Source: an optimization exercise on an open RTL-to-GDS flow (aim: small area). Production flows keep margins and buffers that such runs may drop. Only simulation tests tie the RTL to the original design; equivalence was not proved. Power and IR drop assume default switching activity.

==> flow/design.v <==
module DE0_NANO_G_Sensor(
	clk,
	rst_n,
	spi_clk_out,
	LED,
	DATA_X,
	G_SENSOR_CS_N,
	G_SENSOR_INT,
	I2C_SCLK,
	I2C_SDAT_IN,
	I2C_SDAT_OUT,
	I2C_SDAT_OE
);
input              clk;
input              rst_n;
input              spi_clk_out;
output      [7:0]  LED;
output reg [15:0]  DATA_X;
output             G_SENSOR_CS_N;
input              G_SENSOR_INT;
output             I2C_SCLK;
input              I2C_SDAT_IN;
output             I2C_SDAT_OUT;
output             I2C_SDAT_OE;
localparam [3:0] S_ST = 4'd13, S_LB = 4'd14, S_HB = 4'd15;
reg  [4:0]  k;
reg  [3:0]  st;
reg  [7:0]  s2p;        
reg  [7:0]  low_byte;
reg  [14:0] idle_q;     
wire rd      = st[3] & st[2];
wire en      = ~k[4];
wire go      = en | (k[3:0] == 4'd0);
wire idle    = ~go;
wire spi_end = (k == 5'd0);
wire je      = (k == 5'd31);        
wire is_st   = (st == S_ST);
wire is_lb   = (st == S_LB);
wire is_hb   = (st == S_HB);
wire hb_go   = je & is_lb;
wire lb_go   = je & is_st & s2p[7];
wire guard   = is_st & k[4] & k[3] & k[2];
wire timeout = (idle_q == 15'h5500);
wire st_go   = timeout | (G_SENSOR_INT & ~guard);
wire start   = ~rd | hb_go | lb_go | st_go;
reg [13:0] wdata;
always @(*)
	case (st)
	4'd1   : wdata = {6'h24, 8'h20};  
	4'd2   : wdata = {6'h25, 8'h03};  
	4'd3   : wdata = {6'h26, 8'h01};  
	4'd4   : wdata = {6'h27, 8'h7f};  
	4'd5   : wdata = {6'h28, 8'h09};  
	4'd6   : wdata = {6'h29, 8'h46};  
	4'd7   : wdata = {6'h2c, 8'h09};  
	4'd8   : wdata = {6'h2e, 8'h10};  
	4'd9   : wdata = {6'h2f, 8'h10};  
	4'd10  : wdata = {6'h31, 8'h40};  
	default: wdata = {6'h2d, 8'h08};  
	endcase
wire [15:0] word = rd ? {2'b10, 4'b1100, st[1], st[1] & st[0], 8'h08} : {2'b00, wdata};
assign G_SENSOR_CS_N = ~go;
assign I2C_SCLK      = en ? spi_clk_out : 1'b1;
assign I2C_SDAT_OE   = en & (~rd | k[3]);
assign I2C_SDAT_OUT  = word[k[3:0]];
always @(posedge clk or negedge rst_n)
	if (!rst_n) begin
		k  <= 5'd27;
		st <= 4'd1;
	end else begin
		if (idle & start) k <= 5'd16;
		else if (go | k[2]) k <= k - 5'd1;
		if (idle & start & rd) st <= hb_go ? S_HB : lb_go ? S_LB : S_ST;
		else if (spi_end & ~rd) st <= st + 4'd1;
	end
wire idle_ld0 = ~rd | (spi_end & is_st);
wire idle_ld2 = spi_end & is_hb;
wire idle_ld  = idle_ld0 | idle_ld2;
always @(posedge clk) begin
	s2p <= {s2p[6:0], I2C_SDAT_IN};
	idle_q[0]    <= idle_ld ? idle_ld2 : ~(idle_q[14] ^ idle_q[13]);
	idle_q[14:1] <= ~(idle_q[13:0] | {14{idle_ld}});
	if (je & is_lb) low_byte <= s2p;
end
always @(posedge clk or negedge rst_n)
	if (!rst_n) DATA_X <= 16'd0;
	else if (je & is_hb) DATA_X <= {s2p, low_byte};
reg  [1:0]  int2_d;
reg         act_n;      
reg  [20:0] pre_q;      
reg  [2:0]  phase;      
wire        int_rise = ~int2_d[1] & int2_d[0];
wire        tick     = (pre_q == 21'h0ccd55);    
wire        pre_ld   = int_rise | tick;
always @(posedge clk or negedge rst_n)
	if (!rst_n) begin
		int2_d <= 2'b00;
		act_n  <= 1'b1;
	end else begin
		int2_d <= {int2_d[0], G_SENSOR_INT};
		if (int_rise) act_n <= 1'b0;
		else if (tick & (&phase)) act_n <= 1'b1;
	end
always @(posedge clk) begin
	pre_q[0]    <= ~pre_ld & (pre_q[20] ^ pre_q[18]);
	pre_q[20:1] <= ~(pre_q[19:0] | {20{pre_ld}});
	if (int_rise) phase <= 3'd0;
	else          phase <= phase + {2'd0, tick};
end
wire [4:0] sel = G_SENSOR_INT ? DATA_X[9:5] :
                 (DATA_X[9] ? (DATA_X[8] ? DATA_X[8:4] : 5'h10) : (DATA_X[8] ? 5'h0f : DATA_X[8:4]));
wire       sgn = sel[4];
wire [2:0] mag = sgn ? ~sel[3:1] : sel[3:1];
reg [7:0] tilt;
always @(*)
	case (mag)
	3'd0: tilt = 8'h18;
	3'd1: tilt = sgn ? 8'h08 : 8'h10;
	3'd2: tilt = sgn ? 8'h0c : 8'h30;
	3'd3: tilt = sgn ? 8'h04 : 8'h20;
	3'd4: tilt = sgn ? 8'h06 : 8'h60;
	3'd5: tilt = sgn ? 8'h02 : 8'h40;
	3'd6: tilt = sgn ? 8'h03 : 8'hc0;
	default: tilt = sgn ? 8'h01 : 8'h80;
	endcase
assign LED = act_n ? tilt : (phase[0] ? 8'h00 : 8'hff);
endmodule
Settings: LEC_CHECK=0, CAP_MARGIN=20, CORE_MARGIN=2, CORE_UTILIZATION=40, SLEW_MARGIN=20; clock period 10.0 ns.
standard.sh (not shown) runs the stock make flow with config.mk's settings and CLKGATE_MAP_FILE= SYNTH_SCRIPT=/design/flow/synth_recipe.tcl, a recipe that flattens the netlist after the stock synthesis.
==> flow/flow/run.sh <==
#!/bin/bash
set -euo pipefail
export BUFFER_PORTS_ARGS="-buffer_cell sky130_fd_sc_hd__buf_1"
export CTS_ARGS="-sink_clustering_enable -repair_clock_nets -dont_use_dummy_load -sink_clustering_size 40 -sink_clustering_max_diameter 200 -buf_list sky130_fd_sc_hd__clkbuf_16 -root_buf sky130_fd_sc_hd__clkbuf_16"
bash standard.sh > standard.log 2>&1
Edit:
==> flow/flow/run.sh (replaced) <==
#!/bin/bash
set -euo pipefail
export BUFFER_PORTS_ARGS="-buffer_cell sky130_fd_sc_hd__buf_1"
export CTS_ARGS="-sink_clustering_enable -repair_clock_nets -dont_use_dummy_load"
export RECOVER_POWER=100
bash standard.sh > standard.log 2>&1
What happened: Now the flow finished with capacitance limit, slew limit left; wire length went down by 1.1%; final area goes down by 5.4%; via count barely changes; utilization fell by 2.4 points; total power falls by 14%; die area does not change.
Edit:
==> flow/run.sh (new file) <==
#!/bin/bash
# synth_recipe.tcl (not shown) runs the flow's synth.tcl, then flattens the netlist and writes it again
# the make line also repeats each setting of config.mk as NAME=value (left out here)
make -C /OpenROAD-flow-scripts/flow DESIGN_CONFIG=/design/flow/config.mk WORK_HOME=/design/flow/orfs CLKGATE_MAP_FILE= SYNTH_SCRIPT=/design/flow/synth_recipe.tcl finish
CTS_CLUSTER_DIAMETER = 100   (was unset)
CTS_CLUSTER_SIZE = 30   (was unset)
removed: flow/flow/run.sh
removed: flow/standard.sh
Outcome: With this change the flow went through all stages and came out clean. Routed wire length is about the same. Setup slack degrades by 720 ps. Via count drops slightly. Cell count climbs slightly. Global-route usage drops by 0.21 points. First-iteration DRC count drops by a few percent. Utilization climbs by 4.3 points.
Edit:
==> flow/flow/run.sh (new file) <==
#!/bin/bash
set -euo pipefail
export BUFFER_PORTS_ARGS="-buffer_cell sky130_fd_sc_hd__buf_1"
export CTS_ARGS="-sink_clustering_enable -repair_clock_nets -dont_use_dummy_load -sink_clustering_size 30 -sink_clustering_max_diameter 200 -buf_list sky130_fd_sc_hd__clkbuf_8 -root_buf sky130_fd_sc_hd__clkbuf_8 -sink_clustering_levels 1"
bash standard.sh > standard.log 2>&1
==> flow/standard.sh (new file) <==
#!/bin/bash
# synth_recipe.tcl (not shown) runs the flow's synth.tcl, then flattens the netlist and writes it again
# the make line also repeats each setting of config.mk as NAME=value (left out here)
make -C /OpenROAD-flow-scripts/flow DESIGN_CONFIG=/design/flow/config.mk WORK_HOME=/design/flow/orfs CLKGATE_MAP_FILE= SYNTH_SCRIPT=/design/flow/synth_recipe.tcl "${@:-finish}"
CORE_UTILIZATION = 60   (was 40)
CTS_CLUSTER_DIAMETER = unset   (was 100)
CTS_CLUSTER_SIZE = unset   (was 30)
removed: flow/run.sh
What happened: The new run finished clean. Cell count is lower by a little under a tenth. Routed wire length is lower by a few percent. Core utilization is higher by 18 points. Power is lower by a little under a tenth. Worst setup slack gets better by 690 ps. First-iteration DRC count is lower by well over a third. Clock power is lower by about a fifth. Area after synthesis is unchanged.

==> afterwards: timing with drivers on the ports <==
The flow's constraints put no driver on any port. The routed layouts listed below were extracted and timed again, unchanged, in two steps.
Step 1: set_driving_cell puts a clkbuf_16 on clk and a buf_2 on each other input, an assumption about the parent block.
Step 2 moves the port delays by t, midway between the first and last clock arrival at a register: inputs arrive t later, outputs are due t later. That takes back most of the time a late clock gives input paths.
Slacks: ideal / step 1 / step 2; pairs: ideal / step 1.
run	t (ns)	slack for setup (ns)	worst hold slack (ns)	worst register clock-pin slew, ns	cell pins on the clock port's net
the first run	0.339	4.697 / 4.667 / 4.667	0.368 / 0.368 / 0.368	0.06 / 0.06	1
the second run	0.359	4.701 / 4.673 / 4.673	0.366 / 0.366 / 0.366	0.08 / 0.08	1
the third run	0.371	3.981 / 3.949 / 3.949	0.356 / 0.356 / 0.356	0.09 / 0.09	1
the fourth run	0.346	4.671 / 4.647 / 4.647	0.351 / 0.351 / 0.351	0.08 / 0.08	1
For the third run, which loses most, drivers alone change the setup slack by -0.032 ns; drivers and shift together by -0.032 ns.
